This is an optimization exercise on Yosys and OpenROAD, whose aim is small area and a short achievable clock period, not a production implementation. In this exercise RTL edits were held to simulation tests only and were not proved equivalent to the original. No activity file was given, so power comes from the tool's default toggle rates.

==> flow/run.sh <==
#!/bin/bash
# synth_recipe.tcl (not shown) runs the flow's synth.tcl, then flattens the netlist and writes it again
# the make line also repeats each setting of config.mk as NAME=value (left out here)
make -C /OpenROAD-flow-scripts/flow DESIGN_CONFIG=/design/flow/config.mk WORK_HOME=/design/flow/orfs CLKGATE_MAP_FILE= SYNTH_SCRIPT=/design/flow/synth_recipe.tcl finish
==> flow/config.mk <==
export PLATFORM = sky130hd
export DESIGN_NAME = harvos_mpu_pair
export DESIGN_NICKNAME = harvos_mpu_pair
export VERILOG_FILES = /design/flow/design.v
export SDC_FILE = /design/flow/constraint.sdc
export NUM_CORES = 4
export LEC_CHECK = 0
export ABC_AREA = 1
export CAP_MARGIN = 20
export CORE_MARGIN = 2
export CORE_UTILIZATION = 40
export PLACE_DENSITY = 0.6
export SETUP_SLACK_MARGIN = 1.5
export SLEW_MARGIN = 20
==> flow/constraint.sdc <==
create_clock -name core_clock -period 7.0 [get_ports {clk}]
set_input_delay 1.4000 -clock core_clock [delete_from_list [all_inputs] [get_ports {clk}]]
set_output_delay 1.4000 -clock core_clock [all_outputs]
set_load 0.01 [all_outputs]
==> flow/design.v <==
module mpu #(
  parameter integer NREG = 8
) (
  input  wire                    clk,
  input  wire                    rst_n,
  input  wire                    lock_in,
  input  wire                    prog_en,
  input  wire [$clog2(NREG)-1:0] prog_idx,
  input  wire [31:0]             prog_base,
  input  wire [31:0]             prog_limit,     
  input  wire [2:0]              prog_perm,      
  input  wire                    prog_user_ok,
  input  wire                    prog_is_ispace,
  input  wire [1:0]              cur_priv,       
  input  wire [31:0]             if_addr,
  output wire                    if_allow,
  output wire                    if_is_ispace,
  input  wire [31:0]             d_addr,
  input  wire                    d_is_store,
  output wire                    d_allow,
  output wire                    d_is_ispace
);
  function automatic ge32(input [31:0] a, input [31:0] b);
    reg [31:0] gt, pp;
    integer w, k;
    begin
      gt = a & ~b;
      pp = a | ~b;
      gt[0] = pp[0];
      for (w = 1; w < 32; w = w * 2)
        for (k = 0; k < 32; k = k + 2 * w) begin
          gt[k] = gt[k + w] | (pp[k + w] & gt[k]);
          pp[k] = pp[k + w] & pp[k];
        end
      ge32 = gt[0];
    end
  endfunction
  reg            lock_q;
  reg [NREG-1:0] valid;
  reg [31:0]     base  [NREG];
  reg [31:0]     limit [NREG];
  reg [NREG-1:0] perm_r, perm_w, perm_x, user_ok, is_ispace;
  wire wr = prog_en && !lock_q;
  always @(posedge clk or negedge rst_n) begin
    if (!rst_n) lock_q <= 1'b0; else lock_q <= lock_q | lock_in;
  end
  always @(posedge clk or negedge rst_n) begin
    if (!rst_n) valid <= '0;
    else if (wr) valid[prog_idx] <= 1'b1;
  end
  always @(posedge clk) begin
    if (wr) begin
      base[prog_idx]      <= prog_base;
      limit[prog_idx]     <= prog_limit;
      perm_r[prog_idx]    <= prog_perm[0];
      perm_w[prog_idx]    <= prog_perm[1];
      perm_x[prog_idx]    <= prog_perm[2];
      user_ok[prog_idx]   <= prog_user_ok;
      is_ispace[prog_idx] <= prog_is_ispace;
    end
  end
  wire sup = |cur_priv;
  reg [NREG-1:0] if_hit, d_hit;
  reg [NREG-1:0] if_ok, d_ok;
  integer i;
  always @* begin
    for (i = 0; i < NREG; i = i + 1) begin
      if_hit[i] = valid[i] && ge32(if_addr, base[i]) && ge32(limit[i], if_addr);
      d_hit[i]  = valid[i] && ge32(d_addr, base[i]) && ge32(limit[i], d_addr);
      if_ok[i]  = perm_x[i] && (sup || user_ok[i]);
      d_ok[i]   = (d_is_store ? perm_w[i] : perm_r[i]) && (sup || user_ok[i]);
    end
  end
  function automatic [1:0] pick8(input [7:0] hit, input [7:0] v);
    reg [7:0] h, x;
    integer w, k;
    begin
      h = hit;
      x = hit & v;
      for (w = 1; w < 8; w = w * 2)
        for (k = 0; k < 8; k = k + 2 * w) begin
          x[k] = x[k + w] | (~h[k + w] & x[k]);
          h[k] = h[k + w] | h[k];
        end
      pick8 = {h[0], x[0]};
    end
  endfunction
  wire [1:0] if_a = pick8(if_hit, if_ok);
  wire [1:0] if_s = pick8(if_hit, is_ispace);
  wire [1:0] d_a  = pick8(d_hit, d_ok);
  wire [1:0] d_s  = pick8(d_hit, is_ispace);
  assign if_allow     = if_a[0];
  assign if_is_ispace = if_s[0];
  assign d_allow      = d_a[0];
  assign d_is_ispace  = d_s[0];
endmodule
module harvos_mpu_pair (
  input  wire        clk,
  input  wire        rst_n,
  input  wire        smpuctl_lock,
  input  wire        mpu_prog_en,
  input  wire [2:0]  mpu_prog_idx,
  input  wire [31:0] mpu_prog_base,
  input  wire [31:0] mpu_prog_limit,
  input  wire [2:0]  mpu_prog_perm,       
  input  wire        mpu_prog_user_ok,
  input  wire        mpu_prog_is_ispace,
  input  wire [1:0]  cur_priv,
  input  wire [31:0] if_paddr,
  output wire        if_allow,
  output wire        if_is_ispace,
  input  wire [31:0] d_paddr,
  input  wire        d_is_store,
  output wire        d_allow,
  output wire        d_is_ispace
);
  mpu #(.NREG(8)) u_mpu (
    .clk            (clk),
    .rst_n          (rst_n),
    .lock_in        (smpuctl_lock),
    .prog_en        (mpu_prog_en),
    .prog_idx       (mpu_prog_idx),
    .prog_base      (mpu_prog_base),
    .prog_limit     (mpu_prog_limit),
    .prog_perm      (mpu_prog_perm),
    .prog_user_ok   (mpu_prog_user_ok),
    .prog_is_ispace (mpu_prog_is_ispace),
    .cur_priv       (cur_priv),
    .if_addr        (if_paddr),
    .if_allow       (if_allow),
    .if_is_ispace   (if_is_ispace),
    .d_addr         (d_paddr),
    .d_is_store     (d_is_store),
    .d_allow        (d_allow),
    .d_is_ispace    (d_is_ispace)
  );
endmodule
==> flow_summary_export.csv, run 1 <==
group,metric,value,unit
grt,use_met3,4.95,%
sta,hold_viol,0,
clock_network,cts_sinks,561,
grt,grt_pass1_vias,32212,
worst_setup_path,path_class,"primary input to output port",
grt,overflow,0,
floorplan,io-pin-count,147,
routing,dr.pass1.iters,6,
logic_synthesis,synthCells,4932,
clock_network,clk_latency,0.64,ns
worst_setup_path,slowest_stage,"clkdlybuf4s50_1",
routing,drtIter0Drc,4403,
routing,drc,0,
logic_synthesis,synth.top_cell.area_share,46.1,%
finish,drive_gt1_share,9.33,%
finish,post-route-util,46.9,%
finish,fill_cells,8763,
logic_synthesis,yosysUniqueCellTypes,42,
sta,min_period,5.43,ns
grt,use_met1,40.2,%
routing,vias,35629,
floorplan,fp.dieW,304,µm
routing,drtAntennaViolNets,0,
logic_synthesis,ys.flop_type,"edfxtp_1",
pwr,p_leak,0.0180,µW
logic_synthesis,synth.avg_cell_area,7.30,µm²
routing,wirelength,140000,µm
logic_synthesis,synth_edf_count,552,
grt,grt_usage,29.5,%
worst_setup_path,cp_max_fo,14,
worst_setup_path,cp_slowest_stage_delay,0.55,ns
outcome,status,"no timing/DRC/antenna violations",
grt,grt.busiest_layer,"met2",
logic_synthesis,yosysMostFrequentCell,"nand2_1",
worst_setup_path,cpLargestDelayFamily,"buffers and inverters",
logic_synthesis,yosysTopAreaCell,"edfxtp_1",
sta,drv_slew,0,
worst_setup_path,end_kind,"output port",
sta,skew,0.0131,ns
grt,grt_max_degree,57,
sta,period_share,77.5,%
floorplan,core-area,89600,µm²
sta,rsz0062_at_grt,"true",
clock_network,ctsHoldBuffers,0,
logic_synthesis,async_flop_share,1.60,%
worst_setup_path,worst-path-buf-inv,4,
clock_network,clk_pin_slew,0.06,ns
clock_network,cts_htree_levels,3,
logic_synthesis,synth_common_cells,"nand2_1 (1528), nor2_1 (647), inv_1 (579), edfxtp_1 (552), o21ai_0 (444)",
logic_synthesis,synthTopCellsByArea,"edfxtp_1 (46%), nand2_1 (16%), nor2_1 (6.7%), o21ai_0 (6.2%), inv_1 (6.0%)",
sta,setup_viol,0,
sta,worst_slack,1.57,ns
logic_synthesis,ys_ff_latch,561,
place,routabilityCongestion,0.972,
worst_setup_path,cp_data_arrival_time,4.03,ns
clock_network,numCtsBuffers,68,
sta,fmax,184,MHz
clock_network,cts_tree,"built",
place,port_buffers,146,
clock_network,cts_root_buffer,"clkbuf_16",
logic_synthesis,ys_seq_area_share,46.7,%
sta,fin_tns_setup,0,ns
min_path,hold_class,"register to register",
sta,worst_slew_pin_slew,0.946,ns
sta,slew_headroom,36.8,%
run,maxCapViolations,0,
worst_setup_path,crit_path_frequent_cell,"nand2_1",
floorplan,die_h,304,µm
logic_synthesis,synth_area,36000,µm²
pwr,totalPowerFinal,8340,µW
floorplan,die_area,92400,µm²
logic_synthesis,syn-num-nets,5079,
routing,via_per_inst,5.62,
place,hpwl,99900,µm
logic_synthesis,yosys_warnings,1,
finish,synthToLayoutAreaGrowth,16.9,%
routing,wl_per_cell,22.0,µm
pwr,power_density,198,nW/µm²
finish,fin_nets,5266,
worst_setup_path,cp.required,5.60,ns
worst_setup_path,ff2ff_setup_slack,3.65,ns
worst_setup_path,startpoint_type,"primary input",
grt,antenna_found_initial,3,
floorplan,initial_core_util,40.2,%
floorplan,fp-row-count,110,
worst_setup_path,path_cells,"clkdlybuf4s50_1, inv_4, buf_4, o211ai_1, nor2_1, nor2_2, nand2_1, a21oi_1, nand2_1, nand3_1, nand2_1, nor2_1, nand2_1, nand2_2, dlygate4sd2_1",
pwr,vdd_drop_max,171,µV
grt,use_met2,46.3,%
clock_network,cts.path.max_buffers,3,
grt,grt_first_pass_wirelength,203000,µm
place,place_ws,0.650,ns
==> cells by family after synthesis <==
family / synth area share, %
simple gates: 29.2
compound gates: 14.5
buf+inv: 9.49
flops: 46.7
fa+ha+maj: 0.139
mux: 0.0626
==> where the power goes <==
group | total [µW] | switching, µW | internal [µW]
logic | 1070 | 739 | 330
clock network | 3570 | 1490 | 2080
registers | 3690 | 3.28 | 3690
==> path summary, 6_finish.rpt <==
path,from,endpoint,cells after the start
min reg2reg,u_mpu.lock_q,u_mpu.lock_q,1
max,d_paddr[22],d_is_ispace,15
min,u_mpu.lock_q,u_mpu.lock_q,1
max in group asynchronous,rst_n,u_mpu.valid[6],1
max reg2reg,u_mpu.lock_q,u_mpu.base[7][21],6
min in group asynchronous,rst_n,u_mpu.valid[1],1
==> worst register-to-register path: stages, from the launching register on <==
cell,delay [ns]
dfrtp_1,0.37
inv_1,0.05
nand2_1,0.23
inv_1,0.51
nand2_1,0.37
nor2_4,0.75
buf_4,0.67
==> what timing repair did <==
| item | in CTS | in global routing |
|---|---|---|
| cloned | 6 | 1 |
| pin swaps | 9 | 26 |
| setup endpoints to repair | 4 | 4 |
| setup buffers | 37 | 14 |
| resized for setup | 124 | 198 |
==> layout by cell type, fill, tap and decap left out, drive strengths merged <==
master         synthesis  layout
nand2               1531    1531
diode                  0       2
dfrtp                  9       9
or2                   19      19
ha                     4       4
o21ai                470     470
inv                  619     605
clkinv                 2      24
clkinvlp               0      24
o21bai                 8       8
o211a                  2       2
bufinv                 0       6
nor2                 650     650
nand4                 23      23
o211ai                18      18
nor3b                 12      12
a21oi                219     219
nand3b                19      19
mux2                   2       2
and3                   2       2
nand3                318     318
edfxtp               552     552
dlygate4sd2            0       9
clkdlybuf4s15          0       8
clkbuf                19      95
buf                  161     146
o22ai                156     156
a211oi                 6       6
a31oi                 79      79
dlymetal6s2s           0      11
clkdlybuf4s50          0     108
nor4                   1       1
nor2b                  4       4
o21a                   2       2
nor3                  25      25
==> final cells by class <==
type                       count  area [µm²]  share of cell area, %
timing repair inverter         6        45.0                  0.107
clock buffer                  86        1830                   4.36
clock inverter                32         350                  0.833
timing repair buffer         291        2810                   6.67
multi-input combinational   3570       16300                   38.6
tap                         1176        1470                   3.50
antenna                        2        5.00                 0.0119
inverter                     621        2500                   5.94
sequential                   561       16800                   39.9
==> registers in the layout, indices dropped and copies added (netlist names) <==
| register | count |
|---|---|
| u_mpu.limit | 256 |
| u_mpu.is_ispace | 8 |
| u_mpu.perm_w | 8 |
| u_mpu.lock_q | 1 |
| u_mpu.user_ok | 8 |
| u_mpu.perm_x | 8 |
| u_mpu.base | 256 |
| u_mpu.valid | 8 |
| u_mpu.perm_r | 8 |
==> per-layer routing <==
layer	routed length (µm)	up-vias
met5	20	-
met4	6320	4
met3	14000	300
met2	62400	1825
met1	56900	16748
li1	-	16752
==> through the flow <==
stage / instance area, µm² / cells / hold WS, ns
3_5_place_dp: 38700 / 6167 / 0.462
2_1_floorplan: 36000 / 4932 / 0.440
5_1_grt: 42100 / 6343 / 0.481
3_3_place_gp: 38700 / 6167 / 0.455
4_1_cts: 41500 / 6328 / 0.476
6_report: 42100 / 6345 / 0.474
==> run 2: changes to the inputs <==
--- a/flow/config.mk
+++ b/flow/config.mk
@@ -9,6 +9,9 @@
 export CAP_MARGIN = 20
 export CORE_MARGIN = 2
 export CORE_UTILIZATION = 40
+export CTS_BUF_LIST = sky130_fd_sc_hd__clkbuf_2 sky130_fd_sc_hd__clkbuf_4 sky130_fd_sc_hd__clkbuf_8
+export CTS_CLUSTER_DIAMETER = 60
+export CTS_CLUSTER_SIZE = 30
 export PLACE_DENSITY = 0.6
-export SETUP_SLACK_MARGIN = 1.5
+export SETUP_SLACK_MARGIN = 2.5
 export SLEW_MARGIN = 20
==> run 2 against run 1 <==
Largest power group unchanged; highest routed layer unchanged; cell count is 2.7% higher; wire length is 4.8% higher; clock-buffer cell count is 22 lower; worst setup slack better by 0.57 ns; non-clock buffer count is 160 higher; largest cell class is now multi-input combinational cells.
==> flow_summary_export.csv, run 2 <==
group,metric,value,unit
pwr,totalPowerFinal,7690,µW
finish,top_regs,"u_mpu.base: 256 flops, u_mpu.limit: 256 flops",
min_path,min_from,"u_mpu.lock_q",
sta,drv_slew,0,
worst_setup_path,crit_start,"d_paddr[7]",
worst_setup_path,crit_path_frequent_cell,"nand2_2",
floorplan,core-area,89600,µm²
clock_network,numCtsBuffers,60,
clock_network,ctsHoldBuffers,0,
sta,whs,0.513,ns
floorplan,fp-row-count,110,
clock_network,cts_root_buffer,"clkbuf_8",
grt,overflow,0,
logic_synthesis,synthTopCellsByArea,"edfxtp_1 (46%), nand2_1 (16%), nor2_1 (6.7%), o21ai_0 (6.2%), inv_1 (6.0%)",
worst_setup_path,ff2ff_setup_slack,3.93,ns
logic_synthesis,synthMuxAreaShare,0.0626,%
sta,worst_slew_pin_slew,1.16,ns
worst_setup_path,r2r_cells,6,
floorplan,initial_core_util,40.2,%
grt,grt_usage,30.5,%
logic_synthesis,synth_top_family_by_area,"simple AND/OR/NAND/NOR gates",
min_path,hold_depth,1,
finish,final_cell_mix,"nand2_1 (1297), edfxtp_1 (552), inv_1 (547)",
grt,grt_first_pass_wirelength,212000,µm
routing,dr.pass1.iters,6,
sta,setup_viol,0,
place,place_area,38600,µm²
clock_network,cts_sinks,561,
routing,drtAntennaViolNets,0,
min_path,whs_endpoint,"u_mpu.lock_q",
floorplan,io-pin-count,147,
place,routabilityCongestion,1.00,
outcome,status,"no timing/DRC/antenna violations",
worst_setup_path,path_cells,"buf_4, clkinvlp_4, buf_12, nand2_2, nand3_2, nor2_1, nor2_2, nand2_4, nand2_1, nand2_2, nand2_2, nand2_4, nand3_4, inv_2, nor2_1, nor2_1, nand2_1, inv_1, nand2_2, buf_6",
sta,fin_tns_setup,0,ns
finish,fill_cells,8524,
place,hpwl,99600,µm
sta,rsz0062_at_grt,"true",
routing,wirelength,146000,µm
worst_setup_path,cpLargestDelayFamily,"simple AND/OR/NAND/NOR gates",
floorplan,die_h,304,µm
worst_setup_path,cp_data_arrival_time,3.45,ns
worst_setup_path,cp_slowest_stage_delay,0.20,ns
pwr,vdd_drop_max,190,µV
clock_network,cts_tree,"built",
min_path,hold_class,"register to register",
routing,wl_per_cell,22.5,µm
worst_setup_path,worst-path-buf-inv,6,
logic_synthesis,synth_common_cells,"nand2_1 (1528), nor2_1 (647), inv_1 (579), edfxtp_1 (552), o21ai_0 (444)",
run,maxCapViolations,0,
finish,final_cell_area,45300,µm²
finish,synthToLayoutAreaGrowth,25.8,%
logic_synthesis,ys_seq_area_share,46.7,%
logic_synthesis,yosysMostFrequentCell,"nand2_1",
logic_synthesis,synth_edf_count,552,
worst_setup_path,path_class,"primary input to output port",
clock_network,clk_pin_slew,0.12,ns
sta,skew,0.0338,ns
logic_synthesis,yosysTopAreaCell,"edfxtp_1",
logic_synthesis,synthXorXnorAreaFrac,0,%
clock_network,cts_htree_levels,2,
routing,drtIter0Drc,4334,
logic_synthesis,ys.flop_type,"edfxtp_1",
grt,antenna_found_initial,5,
logic_synthesis,synth.avg_cell_area,7.30,µm²
finish,final_common_cell,"nand2_1",
logic_synthesis,synth_area,36000,µm²
pwr,p_leak,0.0190,µW
routing,drc,0,
sta,min_period,4.85,ns
clock_network,clk_latency,0.78,ns
logic_synthesis,synth_compound_area_share,14.5,%
routing,vias,37012,
sta,hold_viol,0,
grt,grt_max_degree,57,
finish,fin_nets,5430,
finish,drive_gt1_share,21.7,%
logic_synthesis,ys_ff_latch,561,
floorplan,die_area,92400,µm²
grt,grt_pass1_vias,33674,
logic_synthesis,synth_fa_ha_area_share,0.139,%
worst_setup_path,slowest_stage,"buf_12",
worst_setup_path,startpoint_type,"primary input",
routing,via_per_inst,5.68,
clock_network,cts.path.max_buffers,3,
logic_synthesis,synth-simple-area-share,29.2,%
sta,slew_headroom,22.2,%
logic_synthesis,synth.top_cell.area_share,46.1,%
sta,fmax,206,MHz
worst_setup_path,end_kind,"output port",
worst_setup_path,cp.required,5.60,ns
place,place_ws,0.662,ns
worst_setup_path,regToRegStartpoint,"u_mpu.lock_q",
worst_setup_path,r2r-end,"u_mpu.base[6][22]",
logic_synthesis,synthCells,4932,
logic_synthesis,yosys_warnings,1,
worst_setup_path,cp_max_fo,5,
logic_synthesis,async_flop_share,1.60,%
place,port_buffers,146,
logic_synthesis,yosysUniqueCellTypes,42,
logic_synthesis,syn-num-nets,5079,
sta,period_share,69.3,%
sta,worst_slack,2.15,ns
pwr,power_density,170,nW/µm²
floorplan,fp.dieW,304,µm
run 2: cell counts after synthesis:
Identical to the previous run, type by type.
run 2: how the worst max path moves through the flow:
| stage | end | slack, ns | cells after the start |
|---|---|---|---|
| floorplan | u_mpu.base[2][0] | 2.10 | 4 |
| global placement | d_is_ispace | 0.63 | 14 |
| detailed placement | d_allow | 0.66 | 17 |
| CTS | d_allow | 2.22 | 17 |
| global route | if_is_ispace | 2.10 | 20 |
| finish | d_is_ispace | 2.15 | 20 |
run 2: cell type report:
type                            instances  area, µm²  share of cell area (%)
Timing Repair Buffer                  451       4550                    10.0
Sequential cell                       561      16800                    37.1
Clock buffer                           64        862                    1.90
Clock inverter                         50        642                    1.42
Antenna cell                            3       7.51                  0.0166
Timing Repair inverter                 18        129                   0.285
Tap cell                             1176       1470                    3.25
Multi-Input combinational cell       3570      18200                    40.1
Inverter                              621       2640                    5.82
run 2: routing by layer:
| layer | global-route usage, % | routed length [µm] | vias to the layer above | share of wire [%] |
|---|---|---|---|---|
| met3 | 5.70 | 14500 | 377 | 9.9 |
| met1 | 40.7 | 58700 | 17560 | 40 |
| met2 | 48.5 | 66200 | 1964 | 45 |
| met4 | 13.0 | 7010 | 6 | 4.8 |
| met5 | 0 | 34 | - | 0.023 |
| li1 | - | - | 17105 | - |
run 2: cell families (layout without fill, tap and decap cells):
kind of cell / after synthesis / in the layout
simple gates: 2604 / 2604
compound gates: 960 / 960
buf+inv: 801 / 1204
flops: 561 / 561
fa+ha+maj: 4 / 4
mux: 2 / 2
other cells: 0 / 3
run 2: what timing repair did:
action / 4_1_cts / 5_1_grt
gates resized for setup: 1063 / 295
gates cloned: 29 / 4
endpoints found under the setup margin: 4 / 17
pin swaps: 240 / 199
setup buffers: 165 / 28
run 2: metrics by stage:
step | utilization (%) | std cells
after global routing | 50.5 | 6513
after global placement | 43.1 | 6171
after CTS | 49.3 | 6479
after floorplan | - | 4932
final | 50.5 | 6514
after detailed placement | 43.1 | 6171
run 2: where the power goes:
group / internal, µW / switching, µW
clock network: 1090 / 1600
logic: 468 / 852
registers: 3680 / 4.05
==> run 3: changes to the inputs <==
==> flow/config.mk (replaced) <==
export PLATFORM = sky130hd
export DESIGN_NAME = harvos_mpu_pair
export DESIGN_NICKNAME = harvos_mpu_pair
export VERILOG_FILES = /design/flow/design.v
export SDC_FILE = /design/flow/constraint.sdc
export NUM_CORES = 4
export LEC_CHECK = 0
export ABC_AREA = 1
export CAP_MARGIN = 20
export CORE_MARGIN = 2
export CORE_UTILIZATION = 60
export CTS_BUF_LIST = sky130_fd_sc_hd__clkbuf_4 sky130_fd_sc_hd__clkbuf_8
export CTS_CLUSTER_DIAMETER = 50
export CTS_CLUSTER_SIZE = 20
export PLACE_DENSITY = 0.75
export SETUP_SLACK_MARGIN = 2.5
export SLEW_MARGIN = 20
==> run 3 against run 2 <==
Combinational power is essentially flat; sequential cell count unchanged; clock-buffer cell count increased by 9; design area shrank 0.50%; via count is 3.0% higher; critical path depth fell by 3; register-to-register slack better by 0.25 ns; sequential share of layout area up 0.19 points; wire length fell by 4.0%; fmax up 1.3%; still clean; hold slack worse by 0.035 ns.
==> flow_summary_export.csv, run 3 <==
group,metric,value,unit
outcome,status,"no timing/DRC/antenna violations",
routing,drc,0,
worst_setup_path,slowest_stage,"a21oi_4",
finish,fin_nets,5418,
place,hpwl,90900,µm
routing,via_per_inst,6.25,
logic_synthesis,ys_seq_area_share,46.7,%
logic_synthesis,yosysUniqueCellTypes,42,
logic_synthesis,yosysMostFrequentCell,"nand2_1",
clock_network,cts_sinks,561,
routing,wirelength,141000,µm
floorplan,die_h,249,µm
routing,drtIter0Drc,6886,
clock_network,clk_pin_slew,0.09,ns
logic_synthesis,yosysTopAreaCell,"edfxtp_1",
sta,slew_headroom,38.4,%
worst_setup_path,path_cells,"buf_4, inv_6, buf_6, o21ai_1, inv_1, nand3_1, nand2_1, nand2_1, nand2_2, a21oi_4, nand2_2, nand3_2, nand2_2, nor2_2, nand2_1, nand2_2, buf_6",
clock_network,cts_root_buffer,"clkbuf_8",
sta,drv_slew,0,
finish,synthToLayoutAreaGrowth,25.1,%
routing,wl_per_cell,23.0,µm
logic_synthesis,synthCells,4932,
worst_setup_path,cp_data_arrival_time,3.39,ns
min_path,hold_class,"register to register",
logic_synthesis,syn-num-nets,5079,
worst_setup_path,cp.required,5.60,ns
floorplan,fp.dieW,249,µm
pwr,p_leak,0.0190,µW
sta,setup_viol,0,
pwr,vdd_drop_max,201,µV
routing,vias,38139,
floorplan,initial_core_util,60.9,%
logic_synthesis,ys.flop_type,"edfxtp_1",
grt,grt_pass1_vias,33606,
floorplan,fp-row-count,89,
worst_setup_path,cp_slowest_stage_delay,0.25,ns
sta,fin_tns_setup,0,ns
grt,grt_usage,43.5,%
clock_network,cts_tree,"built",
logic_synthesis,ys_ff_latch,561,
logic_synthesis,synth.top_cell.area_share,46.1,%
worst_setup_path,startpoint_type,"primary input",
grt,grt_max_degree,65,
sta,skew,0.0363,ns
clock_network,clk_latency,0.74,ns
worst_setup_path,path_class,"primary input to output port",
worst_setup_path,end_kind,"output port",
sta,rsz0062_at_grt,"true",
logic_synthesis,synth.avg_cell_area,7.30,µm²
sta,fmax,209,MHz
floorplan,io-pin-count,147,
pwr,totalPowerFinal,7880,µW
sta,hold_viol,0,
finish,top_regs,"u_mpu.base: 256 flops, u_mpu.limit: 256 flops",
finish,final_common_cell,"nand2_1",
sta,min_period,4.79,ns
routing,drtAntennaViolNets,0,
place,routabilityCongestion,1.05,
logic_synthesis,synthTopCellsByArea,"edfxtp_1 (46%), nand2_1 (16%), nor2_1 (6.7%), o21ai_0 (6.2%), inv_1 (6.0%)",
worst_setup_path,crit_path_frequent_cell,"nand2_2",
finish,final_cell_mix,"nand2_1 (1349), edfxtp_1 (552), inv_1 (548)",
place,port_buffers,146,
logic_synthesis,synth_edf_count,552,
grt,antenna_found_initial,2,
clock_network,cts.path.max_buffers,3,
sta,period_share,68.5,%
clock_network,cts_htree_levels,3,
routing,dr.pass1.iters,13,
logic_synthesis,async_flop_share,1.60,%
sta,worst_slew_pin_slew,0.922,ns
logic_synthesis,synth_common_cells,"nand2_1 (1528), nor2_1 (647), inv_1 (579), edfxtp_1 (552), o21ai_0 (444)",
pwr,power_density,175,nW/µm²
finish,drive_gt1_share,21.9,%
worst_setup_path,cp_max_fo,15,
grt,grt_first_pass_wirelength,203000,µm
floorplan,core-area,59100,µm²
run,maxCapViolations,0,
grt,overflow,0,
logic_synthesis,synth_area,36000,µm²
floorplan,die_area,62000,µm²
clock_network,numCtsBuffers,71,
logic_synthesis,yosys_warnings,1,
-- run 3: report_power, final --
group          switching [µW]  leakage (µW)  internal (µW)
registers                4.38       0.00508           3680
logic                     859        0.0131            459
clock network            1590      0.000835           1280
total                    2450        0.0190           5430
-- run 3: cell families (layout without fill, tap and decap cells) --
| kind of cell | count (synthesis) | in the layout | share of synthesized area, % |
|---|---|---|---|
| buf+inv | 801 | 1196 | 9.49 |
| other cells | 0 | 3 | 0 |
| mux | 2 | 2 | 0.0626 |
| fa+ha+maj | 4 | 4 | 0.139 |
| flops | 561 | 561 | 46.7 |
| simple gates | 2604 | 2604 | 29.2 |
| compound gates | 960 | 960 | 14.5 |
-- run 3: layout make-up --
class	count	area [µm²]
Clock buffer	73	998
Inverter	621	2620
Tap cell	773	967
Timing Repair inverter	27	181
Clock inverter	56	669
Antenna cell	3	7.51
Timing Repair Buffer	419	4320
Multi-Input combinational cell	3570	18500
Sequential cell	561	16800
Fill cell	4299	14100
-- run 3: worst max-delay path: cells and delay by family --
kind            cells  cell delay (ns)
compound gates      2             0.42
buf+inv             5             0.64
simple gates       10             0.90
-- run 3: final timing paths --
path	from	end	slack, ns	cells past startpoint
worst max-delay path	d_paddr[18]	d_is_ispace	2.21	17
worst min-delay path	u_mpu.lock_q	u_mpu.lock_q	0.48	1
worst max register to register	u_mpu.lock_q	u_mpu.limit[5][17]	4.18	6
worst min register to register	u_mpu.lock_q	u_mpu.lock_q	0.48	1
max in group asynchronous	rst_n	u_mpu.lock_q	5.66	1
min in group asynchronous	rst_n	u_mpu.valid[6]	0.98	1
-- run 3: metrics by stage --
stage                     hold WS (ns)  area, µm²  utilization, %  std cells  setup WS [ns]
final                            0.478      45000            76.2       6103           2.21
after global routing             0.495      45000            76.2       6100           2.11
after CTS                        0.481      43800            74.1       6073           2.31
after detailed placement         0.463      38100            64.5       5759          0.741
after global placement           0.457      38100            64.5       5759          0.735
after floorplan                  0.440      36000               -       4932           2.10
-- run 3: layer usage --
metal / up-vias / track usage (%) / part of all wire, %
met5: - / 0 / 0.0092
met2: 3175 / 63.6 / 42
li1: 17111 / - / -
met3: 565 / 12.8 / 16
met1: 17286 / 60.2 / 36
met4: 2 / 19.4 / 5.4
-- run 3: timing repair --
action                                  4_1_cts  5_1_grt
cloned                                       42        3
hold buffers                                  0        0
endpoints found under the setup margin        4       17
setup buffers                               143       23
resized for setup                          1130      324
pin swaps                                   228      171
==> run 4: changes to the inputs <==
==> flow/flow/run.sh (new file) <==
#!/bin/bash
# Own layout flow: the standard layout, with the port buffers that
# global placement inserts made plain buf_2 cells (the resizer may upsize
# them later) instead of the delay-cell buffers ORFS picks by default.
set -euo pipefail
bash standard.sh synth > synth.log 2>&1
bash standard.sh finish "BUFFER_PORTS_ARGS=-buffer_cell sky130_fd_sc_hd__buf_2" > layout.log 2>&1
==> flow/standard.sh (new file) <==
#!/bin/bash
# synth_recipe.tcl (not shown) runs the flow's synth.tcl, then flattens the netlist and writes it again
# the make line also repeats each setting of config.mk as NAME=value (left out here)
make -C /OpenROAD-flow-scripts/flow DESIGN_CONFIG=/design/flow/config.mk WORK_HOME=/design/flow/orfs CLKGATE_MAP_FILE= SYNTH_SCRIPT=/design/flow/synth_recipe.tcl "${@:-finish}"
--- a/flow/config.mk
+++ b/flow/config.mk
@@ -8,10 +8,10 @@
 export ABC_AREA = 1
 export CAP_MARGIN = 20
 export CORE_MARGIN = 2
-export CORE_UTILIZATION = 60
+export CORE_UTILIZATION = 40
 export CTS_BUF_LIST = sky130_fd_sc_hd__clkbuf_4 sky130_fd_sc_hd__clkbuf_8
 export CTS_CLUSTER_DIAMETER = 50
 export CTS_CLUSTER_SIZE = 20
-export PLACE_DENSITY = 0.75
+export PLACE_DENSITY = 0.6
 export SETUP_SLACK_MARGIN = 2.5
 export SLEW_MARGIN = 20
removed: flow/run.sh
==> run 4 against run 3 <==
Wire length fell by 0.84%; via count fell by 6.8%; hold slack improved by 0.031 ns; clock-buffer cell count rose by 8; fmax fell by 1.9%; critical path type unchanged; highest routed layer unchanged.
==> flow_summary_export.csv, run 4 <==
group,metric,value,unit
place,place_area,37300,µm²
worst_setup_path,r2r_cells,6,
finish,fill_cells,8861,
finish,regArea,16800,µm²
grt,antenna_found_initial,12,
pwr,totalPowerFinal,7660,µW
sta,skew,0.0481,ns
clock_network,clk_pin_slew,0.10,ns
logic_synthesis,synthTopCellsByArea,"edfxtp_1 (46%), nand2_1 (16%), nor2_1 (6.7%), o21ai_0 (6.2%), inv_1 (6.0%)",
worst_setup_path,ff2ff_setup_slack,4.02,ns
outcome,status,"no timing/DRC/antenna violations",
sta,fmax,205,MHz
worst_setup_path,path_class,"primary input to output port",
worst_setup_path,startpoint_type,"primary input",
logic_synthesis,synth.avg_cell_area,7.30,µm²
floorplan,fp-row-count,110,
clock_network,ctsHoldBuffers,0,
worst_setup_path,worst-path-buf-inv,6,
pwr,power_density,182,nW/µm²
logic_synthesis,synth_edf_count,552,
place,routabilityCongestion,0.998,
logic_synthesis,synth.top_cell.area_share,46.1,%
worst_setup_path,cp_data_arrival_time,3.48,ns
floorplan,core-area,89600,µm²
pwr,power_frac_comb,14.4,%
pwr,p_switching,2330,µW
sta,period_share,69.8,%
worst_setup_path,r2r-end,"u_mpu.base[7][22]",
worst_setup_path,crit_path_frequent_cell,"nand2_1",
routing,drc,0,
worst_setup_path,slowest_stage,"o21ai_0",
floorplan,fp.dieW,304,µm
clock_network,cts_htree_levels,3,
worst_setup_path,path_cells,"buf_12, clkinvlp_4, buf_4, clkbuf_16, o21ai_0, nor2_1, nand2_1, nand2_1, nand2_2, nand2_1, nand2_2, nand4_1, nand2_1, nand3_1, nand2_1, inv_1, nand2_2, buf_6",
place,port_buffers,146,
worst_setup_path,end_kind,"output port",
worst_setup_path,regToRegStartpoint,"u_mpu.lock_q",
grt,grt_pass1_vias,32380,
finish,multi_input_area,16900,µm²
sta,rsz0062_at_grt,"true",
finish,top_regs,"u_mpu.base: 256 flops, u_mpu.limit: 256 flops",
min_path,whs_endpoint,"u_mpu.lock_q",
grt,overflow,0,
logic_synthesis,async_flop_share,1.60,%
pwr,p_leak,0.0178,µW
floorplan,io-pin-count,147,
routing,wl_per_cell,22.0,µm
logic_synthesis,yosysTopAreaCell,"edfxtp_1",
sta,fin_tns_setup,0,ns
grt,grt_max_degree,45,
logic_synthesis,ys.flop_type,"edfxtp_1",
pwr,swShare,30.5,%
routing,wirelength,139000,µm
place,hpwl,97200,µm
min_path,min_from,"u_mpu.lock_q",
clock_network,clk_latency,0.74,ns
floorplan,die_h,304,µm
min_path,hold_depth,1,
logic_synthesis,ys_seq_area_share,46.7,%
pwr,vdd_drop_max,187,µV
logic_synthesis,yosysUniqueCellTypes,42,
routing,vias,35561,
logic_synthesis,ys_ff_latch,561,
sta,setup_viol,0,
logic_synthesis,synth_common_cells,"nand2_1 (1528), nor2_1 (647), inv_1 (579), edfxtp_1 (552), o21ai_0 (444)",
min_path,hold_class,"register to register",
finish,drive_gt1_share,15.2,%
sta,drv_slew,0,
floorplan,die_area,92400,µm²
run,maxCapViolations,0,
routing,dr.pass1.iters,6,
clock_network,numCtsBuffers,75,
sta,slew_headroom,29.9,%
logic_synthesis,synthCells,4932,
finish,final_common_cell,"nand2_1",
pwr,pwr-share-clk,37.5,%
floorplan,initial_core_util,40.2,%
finish,final_cell_area,42100,µm²
worst_setup_path,cp_max_fo,16,
worst_setup_path,cp_slowest_stage_delay,0.19,ns
sta,hold_viol,0,
grt,grt_first_pass_wirelength,202000,µm
pwr,p_int,5330,µW
clock_network,cts_tree,"built",
sta,worst_slew_pin_slew,1.05,ns
routing,via_per_inst,5.60,
grt,grt_usage,29.3,%
worst_setup_path,cp.required,5.60,ns
logic_synthesis,synth_area,36000,µm²
clock_network,cts_sinks,561,
logic_synthesis,syn-num-nets,5079,
sta,min_period,4.88,ns
finish,synthToLayoutAreaGrowth,17.1,%
pwr,seqPwrFrac,48.1,%
worst_setup_path,cpLargestDelayFamily,"simple AND/OR/NAND/NOR gates",
routing,drtAntennaViolNets,0,
clock_network,cts.path.max_buffers,3,
routing,drtIter0Drc,4092,
logic_synthesis,yosys_warnings,1,
logic_synthesis,yosysMostFrequentCell,"nand2_1",
finish,final_cell_mix,"nand2_1 (1427), nor2_1 (584), inv_1 (553)",
finish,fin_nets,5253,
clock_network,cts_root_buffer,"clkbuf_8",
-- run 4: how the worst max path moves through the flow --
stage	from	to	slack, ns	depth (start not counted)
4_1_cts	cur_priv[1]	if_allow	2.20	10
2_1_floorplan	mpu_prog_en	u_mpu.base[2][0]	2.10	4
3_5_place_dp	if_paddr[28]	if_allow	1.31	16
6_report	d_paddr[7]	d_allow	2.12	18
3_3_place_gp	if_paddr[24]	if_allow	1.32	15
5_1_grt	if_paddr[23]	if_allow	2.06	15
-- run 4: cell type report --
cell class	count	area share [%]
repair buffers	263	6.06
flip-flops and latches	561	39.9
repair inverters	14	0.235
inverters	621	6.29
multi-input cells	3570	40.0
clock inverters	57	1.44
diodes	5	0.0297
clock buffers	81	2.57
well taps	1176	3.49
-- run 4: through the flow --
step                util [%]  setup slack [ns]  hold slack (ns)  std cells
detailed placement      41.7              1.31            0.476       6091
finish                  47.0              2.12            0.509       6348
floorplan                  -              2.10            0.440       4932
global placement        41.7              1.32            0.459       6091
CTS                     46.5              2.20            0.487       6337
global route            47.0              2.06            0.516       6346
-- run 4: metal layers --
layer,track usage (%),vias to the layer above,wire [µm]
met1,39.0,16676,56300
met5,0,-,86
li1,-,16748,-
met2,46.5,1819,63100
met4,11.8,16,5600
met3,6.19,302,14300
-- run 4: cells by family after synthesis --
logic type	synth area share, %
adders and majority gates	0.139
and+or+nand+nor	29.2
DFF	46.7
AOI/OAI and AO/OA	14.5
muxes	0.0626
buffers and inverters	9.49
-- run 4: power by group through the flow --
stage                     Sequential (µW)  Combinational (µW)  Clock [µW]
after global routing                 3690                1180        3040
after global placement               3760                 879           0
after floorplan                      3760                 542           0
final                                3690                1110        2870
after detailed placement             3760                 886           0
after CTS                            3680                1050        2910
-- run 4: timing repair --
action,4_1_cts,5_1_grt
hold endpoints to repair,0,0
resized for setup,543,122
endpoints found under the setup margin,4,4
pin swaps,84,36
cloned,18,1
buffers inserted,90,5
==> run 5: changes to the inputs <==
--- a/flow/config.mk
+++ b/flow/config.mk
@@ -13,5 +13,5 @@
 export CTS_CLUSTER_DIAMETER = 50
 export CTS_CLUSTER_SIZE = 20
 export PLACE_DENSITY = 0.6
-export SETUP_SLACK_MARGIN = 2.5
+export SETUP_SLACK_MARGIN = 2.0
 export SLEW_MARGIN = 20
==> run 5 against run 4 <==
Design area shrank 2.5%; wire length is 1.6% lower; largest power group unchanged; core utilization shrank 1.2 points; critical endpoint is now if_is_ispace; total power rose by 2.1%; clock power increased by 8.7%; critical path type unchanged.
==> flow_summary_export.csv, run 5 <==
group,metric,value,unit
run,maxCapViolations,0,
floorplan,initial_core_util,40.2,%
clock_network,cts.path.max_buffers,3,
finish,final_cells,6320,
logic_synthesis,yosys_warnings,1,
worst_setup_path,cpLargestDelayFamily,"buffers and inverters",
grt,grt_usage,28.7,%
floorplan,fp-row-count,110,
worst_setup_path,path_cells,"buf_4, clkinvlp_4, buf_12, o21ai_0, nor3b_4, buf_4, a21oi_2, nand2_1, nand3_2, nand2_1, nor2_2, nand2_1, nand2_4, buf_2",
place,place_area,37300,µm²
logic_synthesis,syn-num-nets,5079,
routing,dr.pass1.iters,8,
finish,regArea,16800,µm²
clock_network,ctsHoldBuffers,0,
clock_network,cts_sinks,561,
worst_setup_path,worst-path-buf-inv,5,
logic_synthesis,ys_ff_latch,561,
logic_synthesis,synthTopCellsByArea,"edfxtp_1 (46%), nand2_1 (16%), nor2_1 (6.7%), o21ai_0 (6.2%), inv_1 (6.0%)",
worst_setup_path,ff2ff_setup_slack,3.69,ns
worst_setup_path,regToRegStartpoint,"u_mpu.lock_q",
sta,hold_viol,0,
worst_setup_path,slowest_stage,"o21ai_0",
grt,grt_first_pass_wirelength,198000,µm
grt,overflow,0,
logic_synthesis,ys_seq_area_share,46.7,%
sta,setup_viol,0,
floorplan,fp.dieW,304,µm
worst_setup_path,r2r-end,"u_mpu.base[6][21]",
logic_synthesis,synth_top_family_by_area,"simple AND/OR/NAND/NOR gates",
pwr,power_density,191,nW/µm²
routing,vias,35246,
outcome,status,"no timing/DRC/antenna violations",
logic_synthesis,synth-simple-area-share,29.2,%
worst_setup_path,cp_data_arrival_time,3.58,ns
logic_synthesis,synthMuxAreaShare,0.0626,%
routing,wl_per_cell,21.7,µm
place,port_buffers,146,
min_path,hold_class,"primary input to async pin",
logic_synthesis,ys.flop_type,"edfxtp_1",
logic_synthesis,yosysUniqueCellTypes,42,
grt,grt_max_degree,49,
finish,multi_input_area,16400,µm²
finish,final_common_cell,"nand2_1",
routing,drc,0,
place,hpwl,96500,µm
clock_network,cts_root_buffer,"clkbuf_8",
routing,via_per_inst,5.58,
floorplan,die_area,92400,µm²
sta,slew_headroom,23.3,%
floorplan,die_h,304,µm
worst_setup_path,cp.required,5.60,ns
logic_synthesis,synth_fa_ha_area_share,0.139,%
floorplan,core-area,89600,µm²
logic_synthesis,synth.top_cell.area_share,46.1,%
logic_synthesis,synth.avg_cell_area,7.30,µm²
routing,wirelength,137000,µm
finish,drive_gt1_share,12.3,%
clock_network,numCtsBuffers,79,
sta,fmax,201,MHz
clock_network,clk_latency,0.75,ns
logic_synthesis,synth_common_cells,"nand2_1 (1528), nor2_1 (647), inv_1 (579), edfxtp_1 (552), o21ai_0 (444)",
worst_setup_path,cp_slowest_stage_delay,0.30,ns
logic_synthesis,yosysMostFrequentCell,"nand2_1",
grt,grt_pass1_vias,31356,
worst_setup_path,startpoint_type,"primary input",
clock_network,cts_tree,"built",
logic_synthesis,async_flop_share,1.60,%
finish,fin_nets,5222,
sta,worst_slew_pin_slew,1.15,ns
place,dp_cells,6088,
logic_synthesis,synthXorXnorAreaFrac,0,%
worst_setup_path,path_class,"primary input to output port",
clock_network,cts_htree_levels,3,
sta,rsz0062_at_grt,"true",
routing,drtAntennaViolNets,0,
worst_setup_path,r2r_cells,7,
grt,antenna_found_initial,9,
logic_synthesis,synth_edf_count,552,
worst_setup_path,end_kind,"output port",
routing,drtIter0Drc,4024,
pwr,vdd_drop_max,141,µV
clock_network,clk_pin_slew,0.10,ns
sta,period_share,71.1,%
finish,final_cell_area,41100,µm²
sta,fin_tns_setup,0,ns
worst_setup_path,crit_path_frequent_cell,"nand2_1",
sta,drv_slew,0,
finish,top_regs,"u_mpu.base: 256 flops, u_mpu.limit: 256 flops",
worst_setup_path,cp_max_fo,14,
sta,skew,0.0402,ns
finish,post-route-util,45.8,%
finish,fill_cells,8814,
place,routabilityCongestion,1.01,
sta,min_period,4.98,ns
logic_synthesis,yosysTopAreaCell,"edfxtp_1",
finish,synthToLayoutAreaGrowth,14.1,%
logic_synthesis,synth_compound_area_share,14.5,%
logic_synthesis,synthCells,4932,
pwr,p_leak,0.0175,µW
floorplan,io-pin-count,147,
logic_synthesis,synth_area,36000,µm²
finish,final_cell_mix,"nand2_1 (1488), nor2_1 (605), inv_1 (554)",
run 5: cell counts after synthesis:
Identical to the previous run, type by type.
run 5: worst max-delay path by stage:
stage                 start               end  slack (ns)  cells after the start
2_1_floorplan   mpu_prog_en  u_mpu.base[0][0]        1.12                      4
3_3_place_gp    d_paddr[29]           d_allow        1.36                     16
3_5_place_dp    d_paddr[29]           d_allow        1.32                     16
4_1_cts         d_paddr[18]           d_allow        1.98                     17
5_1_grt        if_paddr[24]          if_allow        1.93                     14
6_report       if_paddr[24]      if_is_ispace        2.02                     14
run 5: power breakdown:
part	switching, µW	internal [µW]
Clock	1670	1450
Combinational	730	291
Sequential	3.24	3680
run 5: stage by stage:
stage / hold slack, ns / power [µW] / setup slack, ns
5_1_grt: 0.461 / 8080 / 1.93
6_report: 0.477 / 7830 / 2.02
2_1_floorplan: 0.440 / 4300 / 1.12
4_1_cts: 0.453 / 7790 / 1.98
3_3_place_gp: 0.454 / 4630 / 1.36
3_5_place_dp: 0.461 / 4640 / 1.32
run 5: cells by family (layout without fill, tap and decap cells):
| family | Yosys count | in the layout |
|---|---|---|
| AND/OR/NAND/NOR | 2604 | 2604 |
| AO/OA/AOI/OAI | 960 | 960 |
| buffers and inverters | 801 | 1010 |
| flip-flops | 561 | 561 |
| adder cells (fa/ha/maj) | 4 | 4 |
| multiplexers | 2 | 2 |
| other | 0 | 3 |
run 5: layout make-up:
| class | instances | share of cell area (%) |
|---|---|---|
| Antenna cell | 3 | 0.0183 |
| Clock buffer | 82 | 2.72 |
| Clock inverter | 65 | 1.89 |
| Inverter | 621 | 6.27 |
| Multi-Input combinational cell | 3570 | 39.9 |
| Sequential cell | 561 | 40.9 |
| Tap cell | 1176 | 3.58 |
| Timing Repair Buffer | 227 | 4.45 |
| Timing Repair inverter | 15 | 0.268 |
run 5: timing repair:
item | in CTS | in global routing
pin swaps | 11 | 35
buffers inserted | 53 | 13
gates resized for setup | 199 | 204
endpoints found under the setup margin | 4 | 4
gates cloned | 14 | 2
run 5: routing by layer:
layer / global-route usage (%) / up-vias / share of wire [%]
li1: - / 16691 / -
met1: 38.8 / 16431 / 41
met2: 45.4 / 1791 / 45
met3: 5.91 / 321 / 10
met4: 11.0 / 12 / 4.2
met5: 0 / - / 0.052
==> run 6: changes to the inputs <==
--- a/flow/config.mk
+++ b/flow/config.mk
@@ -9,9 +9,9 @@
 export CAP_MARGIN = 20
 export CORE_MARGIN = 2
 export CORE_UTILIZATION = 40
-export CTS_BUF_LIST = sky130_fd_sc_hd__clkbuf_4 sky130_fd_sc_hd__clkbuf_8
+export CTS_BUF_LIST = sky130_fd_sc_hd__clkbuf_8
 export CTS_CLUSTER_DIAMETER = 50
-export CTS_CLUSTER_SIZE = 20
+export CTS_CLUSTER_SIZE = 24
 export PLACE_DENSITY = 0.6
 export SETUP_SLACK_MARGIN = 2.0
 export SLEW_MARGIN = 20
==> run 6 against run 5 <==
Still clean; wire length about the same; synthesized cell count stayed put; die area did not move; first-iteration DRC count about the same; sequential cell count stayed put; area after synthesis did not move; fmax about the same; sequential power hardly changed; register-to-register slack about the same; cell count hardly changed; global-route usage unchanged.
==> flow_summary_export.csv, run 6 <==
group,metric,value,unit
outcome,status,"no timing/DRC/antenna violations",
finish,fill_cells,8813,
routing,wirelength,137000,µm
routing,wl_per_cell,21.7,µm
pwr,power_density,190,nW/µm²
sta,period_share,71.1,%
pwr,pwr-share-clk,39.8,%
floorplan,initial_core_util,40.2,%
logic_synthesis,synth_common_cells,"nand2_1 (1528), nor2_1 (647), inv_1 (579), edfxtp_1 (552), o21ai_0 (444)",
worst_setup_path,r2r-end,"u_mpu.base[6][21]",
finish,top_regs,"u_mpu.base: 256 flops, u_mpu.limit: 256 flops",
logic_synthesis,yosysTopAreaCell,"edfxtp_1",
worst_setup_path,crit_start,"if_paddr[24]",
worst_setup_path,r2r_cells,7,
grt,grt_first_pass_wirelength,198000,µm
finish,final_cell_mix,"nand2_1 (1488), nor2_1 (605), inv_1 (556)",
min_path,hold_class,"primary input to async pin",
floorplan,fp-row-count,110,
sta,hold_viol,0,
worst_setup_path,cp_max_fo,14,
sta,rsz0062_at_grt,"true",
pwr,swShare,30.7,%
sta,fin_tns_setup,0,ns
sta,min_period,4.98,ns
grt,overflow,0,
finish,synthToLayoutAreaGrowth,14.1,%
clock_network,cts_sinks,561,
logic_synthesis,yosysMostFrequentCell,"nand2_1",
sta,slew_headroom,23.3,%
sta,drv_slew,0,
clock_network,cts_htree_levels,3,
place,hpwl,96500,µm
logic_synthesis,synth_edf_count,552,
logic_synthesis,yosysUniqueCellTypes,42,
grt,grt_pass1_vias,31356,
clock_network,cts_tree,"built",
worst_setup_path,path_class,"primary input to output port",
finish,drive_gt1_share,12.3,%
pwr,vdd_drop_max,141,µV
logic_synthesis,yosys_warnings,1,
floorplan,fp.dieW,304,µm
worst_setup_path,cp.required,5.60,ns
logic_synthesis,synth_area,36000,µm²
routing,via_per_inst,5.58,
routing,drtAntennaViolNets,0,
routing,drtIter0Drc,4025,
worst_setup_path,crit_end,"if_is_ispace",
worst_setup_path,ff2ff_setup_slack,3.69,ns
grt,grt_usage,28.7,%
logic_synthesis,synth.avg_cell_area,7.30,µm²
floorplan,die_h,304,µm
sta,fmax,201,MHz
clock_network,cts.path.max_buffers,3,
logic_synthesis,ys.flop_type,"edfxtp_1",
finish,fin_nets,5222,
worst_setup_path,end_kind,"output port",
clock_network,numCtsBuffers,79,
routing,drc,0,
worst_setup_path,regToRegStartpoint,"u_mpu.lock_q",
pwr,seqPwrFrac,47.1,%
worst_setup_path,startpoint_type,"primary input",
routing,vias,35293,
floorplan,die_area,92400,µm²
clock_network,clk_pin_slew,0.10,ns
logic_synthesis,synth.top_cell.area_share,46.1,%
pwr,totalPowerFinal,7810,µW
sta,skew,0.0394,ns
pwr,p_int,5410,µW
pwr,p_switching,2400,µW
logic_synthesis,synthCells,4932,
clock_network,ctsHoldBuffers,0,
place,routabilityCongestion,1.01,
logic_synthesis,ys_seq_area_share,46.7,%
logic_synthesis,async_flop_share,1.60,%
worst_setup_path,cp_data_arrival_time,3.58,ns
grt,grt_max_degree,49,
pwr,p_leak,0.0175,µW
floorplan,io-pin-count,147,
clock_network,cts_root_buffer,"clkbuf_8",
logic_synthesis,ys_ff_latch,561,
grt,antenna_found_initial,9,
sta,worst_slew_pin_slew,1.15,ns
floorplan,core-area,89600,µm²
logic_synthesis,syn-num-nets,5079,
routing,dr.pass1.iters,7,
logic_synthesis,synthTopCellsByArea,"edfxtp_1 (46%), nand2_1 (16%), nor2_1 (6.7%), o21ai_0 (6.2%), inv_1 (6.0%)",
place,port_buffers,146,
finish,final_common_cell,"nand2_1",
clock_network,clk_latency,0.74,ns
run,maxCapViolations,0,
sta,setup_viol,0,
pwr,power_frac_comb,13.1,%
-- run 6: cell families after synthesis --
| kind of cell | count (synthesis) | synth area share, % |
|---|---|---|
| simple gates | 2604 | 29.2 |
| compound gates | 960 | 14.5 |
| buf+inv | 801 | 9.49 |
| flops | 561 | 46.7 |
| fa+ha+maj | 4 | 0.139 |
| mux | 2 | 0.0626 |
-- run 6: worst min-delay path by stage --
stage | from | end | slack (ns) | depth (start not counted)
after floorplan | u_mpu.lock_q | u_mpu.lock_q | 0.44 | 1
after global placement | u_mpu.lock_q | u_mpu.lock_q | 0.45 | 1
after detailed placement | u_mpu.lock_q | u_mpu.lock_q | 0.46 | 1
after CTS | rst_n | u_mpu.valid[6] | 0.45 | 1
after global routing | rst_n | u_mpu.valid[7] | 0.46 | 1
final | rst_n | u_mpu.valid[4] | 0.47 | 1
-- run 6: power groups by stage --
| stage | logic [µW] | registers, µW | clock network (µW) |
|---|---|---|---|
| 2_1_floorplan | 542 | 3760 | 0 |
| 3_3_place_gp | 873 | 3760 | 0 |
| 3_5_place_dp | 881 | 3760 | 0 |
| 4_1_cts | 952 | 3680 | 3150 |
| 5_1_grt | 1100 | 3680 | 3290 |
| 6_report | 1020 | 3680 | 3110 |
-- run 6: final cells by class --
type / count / area (µm²) / share of cell area (%)
Tap cell: 1176 / 1470 / 3.58
Clock buffer: 80 / 1100 / 2.68
Timing Repair Buffer: 227 / 1830 / 4.45
Sequential cell: 561 / 16800 / 40.9
Antenna cell: 4 / 10.0 / 0.0244
Multi-Input combinational cell: 3570 / 16400 / 39.9
Inverter: 621 / 2570 / 6.27
Timing Repair inverter: 15 / 110 / 0.268
Clock inverter: 67 / 782 / 1.90
-- run 6: what timing repair did --
action	4_1_cts	5_1_grt
setup buffers	53	13
cloned	14	2
hold endpoints to repair	0	0
pin swaps	11	35
endpoints found under the setup margin	4	4
resized for setup	199	204
-- run 6: metal layers --
metal	wire length [µm]	vias up	track usage, %
met1	55800	16466	38.8
li1	-	16700	-
met4	5810	12	11.0
met2	61400	1796	45.4
met3	14100	319	5.91
met5	72	-	0
-- run 6: worst max-delay path: stages --
cell	delay [ns]
buf_4	0.25
clkinvlp_4	0.22
buf_12	0.19
o21ai_0	0.30
nor3b_4	0.09
buf_4	0.15
a21oi_2	0.18
nand2_1	0.12
nand3_2	0.11
nand2_1	0.08
nor2_2	0.11
nand2_1	0.10
nand2_4	0.12
buf_2	0.14
-- run 6: through the flow --
stage | utilization [%] | worst slack, ns | area, µm² | hold WS (ns) | cells
2_1_floorplan | - | 1.12 | 36000 | 0.440 | 4932
3_3_place_gp | 41.7 | 1.36 | 37300 | 0.454 | 6088
3_5_place_dp | 41.7 | 1.32 | 37300 | 0.461 | 6088
4_1_cts | 45.0 | 1.98 | 40300 | 0.453 | 6302
5_1_grt | 45.8 | 1.93 | 41100 | 0.461 | 6320
6_report | 45.8 | 2.02 | 41100 | 0.474 | 6321
==> run 7: changes to the inputs <==
--- a/flow/design.v
+++ b/flow/design.v
@@ -20,19 +20,23 @@
   output wire                    d_allow,
   output wire                    d_is_ispace
 );
+  localparam integer RIP = 10;
   function automatic ge32(input [31:0] a, input [31:0] b);
     reg [31:0] gt, pp;
+    reg c;
     integer w, k;
     begin
       gt = a & ~b;
       pp = a | ~b;
-      gt[0] = pp[0];
-      for (w = 1; w < 32; w = w * 2)
-        for (k = 0; k < 32; k = k + 2 * w) begin
+      c = pp[0];
+      for (k = 1; k < RIP; k = k + 1)
+        c = gt[k] | (pp[k] & c);
+      for (w = 1; w < 32 - RIP; w = w * 2)
+        for (k = RIP; k + w < 32; k = k + 2 * w) begin
           gt[k] = gt[k + w] | (pp[k + w] & gt[k]);
           pp[k] = pp[k + w] & pp[k];
         end
-      ge32 = gt[0];
+      ge32 = gt[RIP] | (pp[RIP] & c);
     end
   endfunction
   reg            lock_q;
--- a/flow/config.mk
+++ b/flow/config.mk
@@ -9,9 +9,9 @@
 export CAP_MARGIN = 20
 export CORE_MARGIN = 2
 export CORE_UTILIZATION = 40
-export CTS_BUF_LIST = sky130_fd_sc_hd__clkbuf_8
+export CTS_BUF_LIST = sky130_fd_sc_hd__clkbuf_4 sky130_fd_sc_hd__clkbuf_8
 export CTS_CLUSTER_DIAMETER = 50
-export CTS_CLUSTER_SIZE = 24
+export CTS_CLUSTER_SIZE = 20
 export PLACE_DENSITY = 0.6
-export SETUP_SLACK_MARGIN = 2.0
+export SETUP_SLACK_MARGIN = 2.5
 export SLEW_MARGIN = 20
==> run 7 against run 6 <==
Design area grew 1.1%; still clean on timing, DRC and antenna; critical path type unchanged; core utilization is 2.0 points higher; synthesized cell count down 11%; global-route usage grew 2.2 points; area after synthesis shrank 2.8%; sequential share of layout area decreased by 0.46 points.
==> flow_summary_export.csv, run 7 <==
group,metric,value,unit
logic_synthesis,ys_seq_area_share,48.0,%
logic_synthesis,yosys_warnings,1,
grt,grt_usage,30.9,%
logic_synthesis,ys.flop_type,"edfxtp_1",
grt,overflow,0,
routing,vias,34644,
clock_network,clk_pin_slew,0.09,ns
min_path,hold_class,"register to register",
floorplan,fp.dieW,300,µm
routing,wl_per_cell,24.4,µm
grt,grt_max_degree,42,
finish,multi_input_area,15800,µm²
floorplan,core-area,86800,µm²
routing,via_per_inst,5.89,
floorplan,io-pin-count,147,
clock_network,cts_tree,"built",
worst_setup_path,cp_slowest_stage_delay,0.46,ns
sta,skew,0.0313,ns
sta,period_share,74.0,%
sta,rsz0062_at_grt,"true",
pwr,p_leak,0.0171,µW
place,routabilityCongestion,1.01,
clock_network,cts_sinks,561,
grt,grt_first_pass_wirelength,204000,µm
worst_setup_path,slowest_stage,"nor2_1",
finish,regArea,16800,µm²
clock_network,cts.path.max_buffers,3,
clock_network,cts_root_buffer,"clkbuf_8",
routing,drc,0,
routing,drtIter0Drc,4626,
worst_setup_path,crit_path_frequent_cell,"nand2_1",
sta,worst_slack,1.82,ns
routing,dr.pass1.iters,6,
logic_synthesis,synthCells,4411,
finish,final_common_cell,"nand2_1",
place,place_area,36500,µm²
finish,final_cell_mix,"nand2_1 (1114), inv_1 (594), edfxtp_1 (552)",
finish,fill_cells,8308,
logic_synthesis,synth_common_cells,"nand2_1 (1147), inv_1 (611), edfxtp_1 (552), nand3_1 (373), o21ai_0 (321)",
clock_network,clk_latency,0.75,ns
grt,antenna_found_initial,15,
floorplan,initial_core_util,40.3,%
logic_synthesis,synth.top_cell.area_share,47.4,%
finish,top_regs,"u_mpu.base: 256 flops, u_mpu.limit: 256 flops",
floorplan,die_area,89800,µm²
logic_synthesis,yosysMostFrequentCell,"nand2_1",
sta,drv_slew,0,
worst_setup_path,startpoint_type,"primary input",
finish,synthToLayoutAreaGrowth,18.8,%
sta,hold_viol,0,
clock_network,numCtsBuffers,78,
finish,fin_nets,4800,
worst_setup_path,path_cells,"buf_4, inv_4, o21ai_1, nor2_1, o21ai_1, nand3_1, nand2_1, nand2_1, a21oi_1, nand2_1, nand3_2, nand2_2, nor2_1, a21oi_1, nand2_2, buf_6",
logic_synthesis,synth_edf_count,552,
worst_setup_path,cp_data_arrival_time,3.78,ns
sta,setup_viol,0,
sta,min_period,5.18,ns
finish,final_cell_area,41500,µm²
routing,wirelength,143000,µm
sta,fin_tns_setup,0,ns
sta,slew_headroom,24.1,%
logic_synthesis,async_flop_share,1.60,%
place,hpwl,101000,µm
place,port_buffers,146,
outcome,status,"no timing/DRC/antenna violations",
finish,drive_gt1_share,17.1,%
run,maxCapViolations,0,
pwr,power_density,188,nW/µm²
worst_setup_path,end_kind,"output port",
sta,worst_slew_pin_slew,1.14,ns
worst_setup_path,cp_max_fo,17,
logic_synthesis,synth_area,35000,µm²
sta,fmax,193,MHz
pwr,vdd_drop_max,168,µV
logic_synthesis,yosysTopAreaCell,"edfxtp_1",
floorplan,die_h,300,µm
worst_setup_path,cp.required,5.60,ns
logic_synthesis,synthTopCellsByArea,"edfxtp_1 (47%), nand2_1 (12%), inv_1 (6.6%), nand3_1 (5.3%), o22ai_1 (4.7%)",
floorplan,fp-row-count,108,
worst_setup_path,path_class,"primary input to output port",
routing,drtAntennaViolNets,0,
clock_network,cts_htree_levels,3,
logic_synthesis,synth.avg_cell_area,7.93,µm²
place,place_ws,0.641,ns
logic_synthesis,ys_ff_latch,561,
logic_synthesis,syn-num-nets,4558,
grt,grt_pass1_vias,30827,
logic_synthesis,yosysUniqueCellTypes,51,
==> run 7: cell types whose count changed after synthesis, moves of 31 or more <==
cell,delta
nor2_1,-337
buf_2,-31
a31oi_1,-48
a211oi_1,+34
nand3_1,+60
inv_1,+32
o211ai_1,+38
nand2_1,-381
o21ai_0,-123
a21oi_1,-92
o22ai_1,+107
nor3_1,+36
==> run 7: cell families (layout without fill, tap and decap cells) <==
logic type               Yosys count  count (layout)  share of synthesized area (%)
multiplexers                       2               2                         0.0644
flip-flops                       561             561                           48.0
buffers and inverters            832            1137                           10.1
adder cells (fa/ha/maj)            4               4                          0.143
AND/OR/NAND/NOR                 2047            2047                           25.1
AO/OA/AOI/OAI                    965             965                           16.5
other                              0              10                              0
==> run 7: path summary, 6_finish.rpt <==
kind / startpoint / end / slack (ns) / cells after the start
max: if_paddr[16] / if_is_ispace / 1.82 / 16
min: u_mpu.lock_q / u_mpu.lock_q / 0.49 / 1
max reg2reg: u_mpu.lock_q / u_mpu.base[7][11] / 3.31 / 7
min reg2reg: u_mpu.lock_q / u_mpu.lock_q / 0.49 / 1
max in group asynchronous: rst_n / u_mpu.valid[6] / 6.23 / 1
min in group asynchronous: rst_n / u_mpu.valid[7] / 0.52 / 1
==> run 7: through the flow <==
stage               std cells  utilization (%)  hold slack (ns)  total power (µW)
floorplan                4411                -            0.438              4290
global placement         5574             42.0            0.454              4640
detailed placement       5575             42.0            0.463              4650
CTS                      5837             47.0            0.468              7760
global route             5875             47.9            0.485              8030
finish                   5881             47.9            0.494              7800
==> run 7: area by class of cell <==
| type | instances | area share (%) |
|---|---|---|
| Antenna cell | 10 | 0.0602 |
| Clock buffer | 82 | 2.69 |
| Clock inverter | 61 | 1.70 |
| Inverter | 661 | 6.69 |
| Multi-Input combinational cell | 3018 | 38.1 |
| Sequential cell | 561 | 40.4 |
| Tap cell | 1155 | 3.48 |
| Timing Repair Buffer | 320 | 6.63 |
| Timing Repair inverter | 13 | 0.220 |
==> run 7: power by group <==
group	internal [µW]	switching, µW
sequential	3680	2.01
clock	1410	1580
combinational	349	770
total	5440	2350
==> run 7: repair_timing <==
item                       in CTS  in global routing
pin swaps                      94                 66
hold buffers                    0                  0
resized for setup             417                129
setup endpoints to repair       4                  4
gates cloned                   11                  4
buffers inserted              108                 30
==> run 7: critical path: cells and delay by family <==
family,cells,cell delay [ns]
AOI/OAI and AO/OA,4,0.47
buffers and inverters,3,0.53
and+or+nand+nor,9,1.35
==> run 7: layer usage <==
layer / share of wire (%) / up-vias / global-route usage, %
li1: - / 15745 / -
met1: 41 / 16412 / 43.9
met2: 43 / 2148 / 46.0
met3: 12 / 329 / 6.29
met4: 4.4 / 10 / 12.5
met5: 0.045 / - / 0

[re-timing with driven ports]
How much do the figures lean on ideal ports? The routed layouts below were timed once more, with nothing changed but the port constraints. Step 1, drivers: a clkbuf_16 drives clk and a buf_2 each remaining input, both assumed. Step 2, shift: input delay + t, output delay - t, t = (earliest + latest rising clock arrival at the registers) / 2. This alone moves slack from input paths to output paths. a / b / c = ideal / step 1 / step 2; a / b = the first two.
run | shift t [ns] | setup slack, ns | cell pins on the clock port's net
run 1 | 0.708 | 1.573 / 1.552 / 1.552 | 1
run 2 | 0.837 | 2.148 / 2.117 / 2.117 | 1
run 3 | 0.782 | 2.208 / 2.172 / 1.922 | 1
run 4 | 0.793 | 2.117 / 2.036 / 2.036 | 1
run 5 | 0.801 | 2.024 / 1.947 / 1.947 | 1
run 6 | 0.801 | 2.023 / 1.946 / 1.946 | 1
run 7 | 0.793 | 1.817 / 1.789 / 1.789 | 1
After both steps setup and hold are still met in every run listed. For run 3, which loses most, drivers alone change the setup slack by -0.036 ns; drivers and shift together by -0.286 ns.
